From an optimization exercise on the open Yosys and OpenROAD flow, aimed at small area, a short achievable clock period and few clock cycles per item; shortcuts taken in it are not production practice. Function was checked by simulation only, so behaviour that the tests miss may differ from the original. Power is estimated from default activity; no workload was simulated.

Setup of run 1:
==> flow/design.v (excerpt) <==
module viterbi_decoder(clk, rst, en, data, data_out, done_flag);
For scale: roughly 24 flip-flops, ~28 I/O pins, roughly 3100 um2 of cells after synthesis.
clock: 5.0 ns
lec_check: 0
abc_area: 1
cap_margin: 20
core_margin: 2
core_utilization: 40
setup_slack_margin: 0.45
slew_margin: 20
standard.sh (not shown) runs the stock make flow with config.mk's settings and CLKGATE_MAP_FILE= SYNTH_SCRIPT=/design/flow/synth_recipe.tcl, a recipe that flattens the netlist after the stock synthesis.
==> flow/flow/run.sh <==
#!/bin/bash
# The standard layout (the standard.sh, on the standard synthesis script) with two
# changes:
#  - ADDER_MAP_FILE is empty, so Yosys does not extract half/full adders into
#    sky130 ha/fa cells before ABC; ABC maps that logic with the rest.
#  - the port buffers inserted before global placement are sky130_fd_sc_hd__buf_2
#    instead of the resizer's default pick (a clkdlybuf4s50 delay cell).
# Registers and their names are those of the standard synthesis.
set -euo pipefail
export BUFFER_PORTS_ARGS="-buffer_cell sky130_fd_sc_hd__buf_2"
bash standard.sh ADDER_MAP_FILE= finish > standard.log 2>&1
Testbench counts of run 1, summed over its fixed seeds: cycles 1,280, blocks 1,280.
--- input diff run 1..run 2 ---
- a change of CORE_UTILIZATION from 40 to 55
==> notes.md <==
Between run 1 and run 2, critical path depth is lower for run 2, run 1 comes in above that. Fraction of area in multi-input gates: run 2 > run 1. From run 1 to run 2 the numbers moved as follows: worst hold slack now sits at about the same level, fraction of the mapped netlist area in compound gates now sits at about the same level.
The following lists how run 3 was set up differently from run 2:
- SETUP_SLACK_MARGIN changed from 0.45 to 0.35
- CORE_UTILIZATION changed from 55 to 40
--- outcome ---
Run 3 completed every stage of the flow, and the final layout passed the timing, design-rule and antenna checks. Critical path depth on run 3 is up relative to run 2. Routed wire length in run 3 is 0.87% higher than in run 2. Final-layout non-clock buffer area share across run 2 and run 3: no real change. Stage delay of the slowest cell on the critical path: run 2 vs run 3, no meaningful difference. End point of the critical path = data_out[6]: run 3; end point of the critical path = data_out[7]: run 2. Delta (run 3 minus run 2): power dissipated in sequential cells held steady, post-route minimum period grew by 0.049 ns, filler cell count grew by 50%. Core utilization: run 3 lower than run 2. Run 3 reports a lower global-route met1 utilization than run 2 does. Looking at final area, run 3 sits 1.0% higher than run 2 does. Power: run 2 vs run 3 — no meaningful difference.
#### Input delta (run 4 over run 3)
- changing SETUP_SLACK_MARGIN from 0.35 to 0.45
==> flow/flow/run.sh <==
#!/bin/bash
# The standard layout (the standard.sh, on the standard synthesis script) with two
# changes:
#  - ADDER_MAP_FILE is empty, so Yosys does not extract half/full adders into
#    sky130 ha/fa cells before ABC; ABC maps that logic with the rest.
#  - the port buffers inserted before global placement are sky130_fd_sc_hd__buf_1
#    instead of the resizer's default pick (a clkdlybuf4s50 delay cell).
# Registers and their names are those of the standard synthesis.
set -euo pipefail
export BUFFER_PORTS_ARGS="-buffer_cell sky130_fd_sc_hd__buf_1"
bash standard.sh ADDER_MAP_FILE= finish > standard.log 2>&1
- Run 4 closes out successfully: all stages finished, all timing, DRC and antenna checks passed.
- Compared with run 3, run 4 shows share of the cycle needed by the critical path after routing lower by 1.0 points.
- Via count of the first global-routing pass, run 4 and run 3: higher on run 3
- From run 3 to run 4 the numbers moved as follows: detailed-routing wirelength on met1 increased by 6.0% relative to the old numbers; critical path depth went down 2.
- Sum of internal, switching and leakage power for run 4: 1.2% down relative to run 3
- In run 4, post-placement worst setup slack is higher than in run 3.
- Taking run 3 as the reference point, the overall routed net length of run 4 rises by about 1.8%.
- Run 4 vs run 3 — layout filler cell count climbed slightly

========
Another version of the RTL of viterbi_decoder (not shown whole).
Size in the first run: roughly 24 flip-flops, ~28 I/O pins, roughly 0.0035 mm2 of cells after synthesis.
clock: 5.0 ns
lec_check: 0
abc_area: 1
cap_margin: 20
core_margin: 2
core_utilization: 40
slew_margin: 20
==> flow/flow/run.sh <==
#!/bin/bash
# The standard layout (the standard.sh, on the standard synthesis script) with two
# changes:
#  - ADDER_MAP_FILE is empty, so Yosys does not extract half/full adders into
#    sky130 ha/fa cells before ABC; ABC maps that logic with the rest.
#  - the port buffers inserted before global placement are sky130_fd_sc_hd__buf_2
#    instead of the resizer's default pick (a clkdlybuf4s50 delay cell).
# Registers and their names are those of the standard synthesis.
set -euo pipefail
export BUFFER_PORTS_ARGS="-buffer_cell sky130_fd_sc_hd__buf_2"
bash standard.sh ADDER_MAP_FILE= finish > standard.log 2>&1
Testbench counts at the start, summed over its fixed seeds: cycles 1,280, blocks 1,280.
Edit:
==> flow/flow/run.sh (replaced) <==
#!/bin/bash
# The standard layout (the standard.sh, unchanged synthesis), except that the
# port buffers inserted before global placement are sky130_fd_sc_hd__buf_2
# instead of the resizer's default pick (a clkdlybuf4s50 delay cell).
set -euo pipefail
export BUFFER_PORTS_ARGS="-buffer_cell sky130_fd_sc_hd__buf_2"
bash standard.sh finish > standard.log 2>&1
SETUP_SLACK_MARGIN = 1.0   (was default)
Result:
- The new run finished with timing, DRC and antenna clean
- global-route usage falls by 2.0 points
- routed wire length rises by a few percent
- sequential share of layout area falls by 2.2 points
- count of clock-buffer cells in the layout is unchanged
Edit:
==> flow/flow/run.sh (replaced) <==
#!/bin/bash
# The standard layout (the standard.sh, on the standard synthesis script) with two
# changes:
#  - ADDER_MAP_FILE is empty, so Yosys does not extract half/full adders into
#    sky130 ha/fa cells before ABC; ABC maps that logic with the rest.
#  - the port buffers inserted before global placement are sky130_fd_sc_hd__buf_2
#    instead of the resizer's default pick (a clkdlybuf4s50 delay cell).
# Registers and their names are those of the standard synthesis.
set -euo pipefail
export BUFFER_PORTS_ARGS="-buffer_cell sky130_fd_sc_hd__buf_2"
bash standard.sh ADDER_MAP_FILE= finish > standard.log 2>&1
SETUP_SLACK_MARGIN = 0.35   (was 1.0)
Total power came out lower by a quarter to a third.
Worst setup slack degrades by 260 ps.
Core utilization came out lower by 7.8 points.
Fmax came out lower by a few percent.
Die area came out lower by a little under a tenth.
Cell area came out lower by about a fifth.
Via count barely changes.
Global-route usage came out higher by 2.0 points.
Final cell count came out lower by a few percent.
Synthesized area came out lower by a little under a tenth.
Hold slack improves by 5.1 ps.
Edit:
==> flow/flow/run.sh (replaced) <==
#!/bin/bash
# The standard layout (the standard.sh, unchanged synthesis), except that the
# port buffers inserted before global placement are sky130_fd_sc_hd__buf_2
# instead of the resizer's default pick (a clkdlybuf4s50 delay cell).
set -euo pipefail
export BUFFER_PORTS_ARGS="-buffer_cell sky130_fd_sc_hd__buf_2"
bash standard.sh finish > standard.log 2>&1
SETUP_SLACK_MARGIN = 0.7   (was 0.35)
Effect:
- via count falls slightly
- global-route usage goes down by 3.0 points
- worst setup slack gets better by 260 ps
- fmax came out higher by a few percent
- wire length came out higher slightly
- hold slack loses 5.4 ps
- power increases by well over a third
- combinational power grows by well over a third
Edit:
CORE_UTILIZATION = 65   (was 40)
SETUP_SLACK_MARGIN = default   (was 0.7)
=>
- total power falls by 16%
- worst setup slack loses 410 ps
- maximum frequency falls by 9.0%
- clock-buffer cell count does not change
- via count rises by 0.74%
- sequential share of layout area rises by 0.98 points
- hold slack gains 5.9 ps
- synthesized area stays the same
- flip-flop and latch count stays the same
- final area falls by 13%
- die area falls by 37%
Edit:
==> flow/flow/run.sh (replaced) <==
#!/bin/bash
# The standard layout (the standard.sh, on the standard synthesis script) with two
# changes:
#  - ADDER_MAP_FILE is empty, so Yosys does not extract half/full adders into
#    sky130 ha/fa cells before ABC; ABC maps that logic with the rest.
#  - the port buffers inserted before global placement are sky130_fd_sc_hd__buf_2
#    instead of the resizer's default pick (a clkdlybuf4s50 delay cell).
# Registers and their names are those of the standard synthesis.
set -euo pipefail
export BUFFER_PORTS_ARGS="-buffer_cell sky130_fd_sc_hd__buf_2"
bash standard.sh ADDER_MAP_FILE= finish > standard.log 2>&1
CORE_UTILIZATION = 40   (was 65)
SETUP_SLACK_MARGIN = 0.2   (was default)
What happened:
- The changed run produced a clean layout
- global-route usage went down by 9.2 points
- die area went up by 46%
- setup slack degrades by 9.4 ps
- non-clock buffer count went up by 2
- fmax barely changes
- hold slack is about the same
- total power went down by 16%
- sequential share of layout area went up by 0.84 points

## afterwards: timing with drivers on the ports
In the flow no input, the clock included, has a driving cell. The finished layouts below were timed again as built, in two steps. Step 1 sets driving cells, clkbuf_16 on the clock port and buf_2 on the other inputs (assumed; they add their load-dependent delay and slew). Step 2, shift: input delay + t, output delay - t, t = (earliest + latest rising clock arrival at the registers) / 2. This alone moves slack from input paths to output paths. a / b / c = no drivers / after step 1 / after step 2; a / b = the first two.
run | t (ns) | slack for setup (ns) | worst register clock-pin slew, ns | cell pins on the clock port's net
run 1 | 0.296 | 0.834 / 0.806 / 1.102 | 0.08 / 0.08 | 1
run 2 | 0.296 | 0.760 / 0.729 / 1.025 | 0.09 / 0.09 | 1
run 3 | 0.297 | 0.711 / 0.682 / 0.979 | 0.08 / 0.08 | 1
run 4 | 0.289 | 0.761 / 0.731 / 1.020 | 0.08 / 0.08 | 1
the first run of note 2 | 0.290 | 0.363 / 0.336 / 0.626 | 0.09 / 0.09 | 1
the second run of note 2 | 0.296 | 0.895 / 0.866 / 1.012 | 0.09 / 0.09 | 1
the third run of note 2 | 0.290 | 0.631 / 0.604 / 0.894 | 0.09 / 0.09 | 1
the fourth run of note 2 | 0.295 | 0.888 / 0.859 / 0.805 | 0.09 / 0.09 | 1
the fifth run of note 2 | 0.285 | 0.483 / 0.459 / 0.744 | 0.09 / 0.09 | 1
the sixth run of note 2 | 0.291 | 0.474 / 0.447 / 0.738 | 0.09 / 0.09 | 1
After both steps setup and hold are still met in every run listed. For the fourth run of note 2, which loses most, drivers alone change the setup slack by -0.029 ns; drivers and shift together by -0.083 ns.
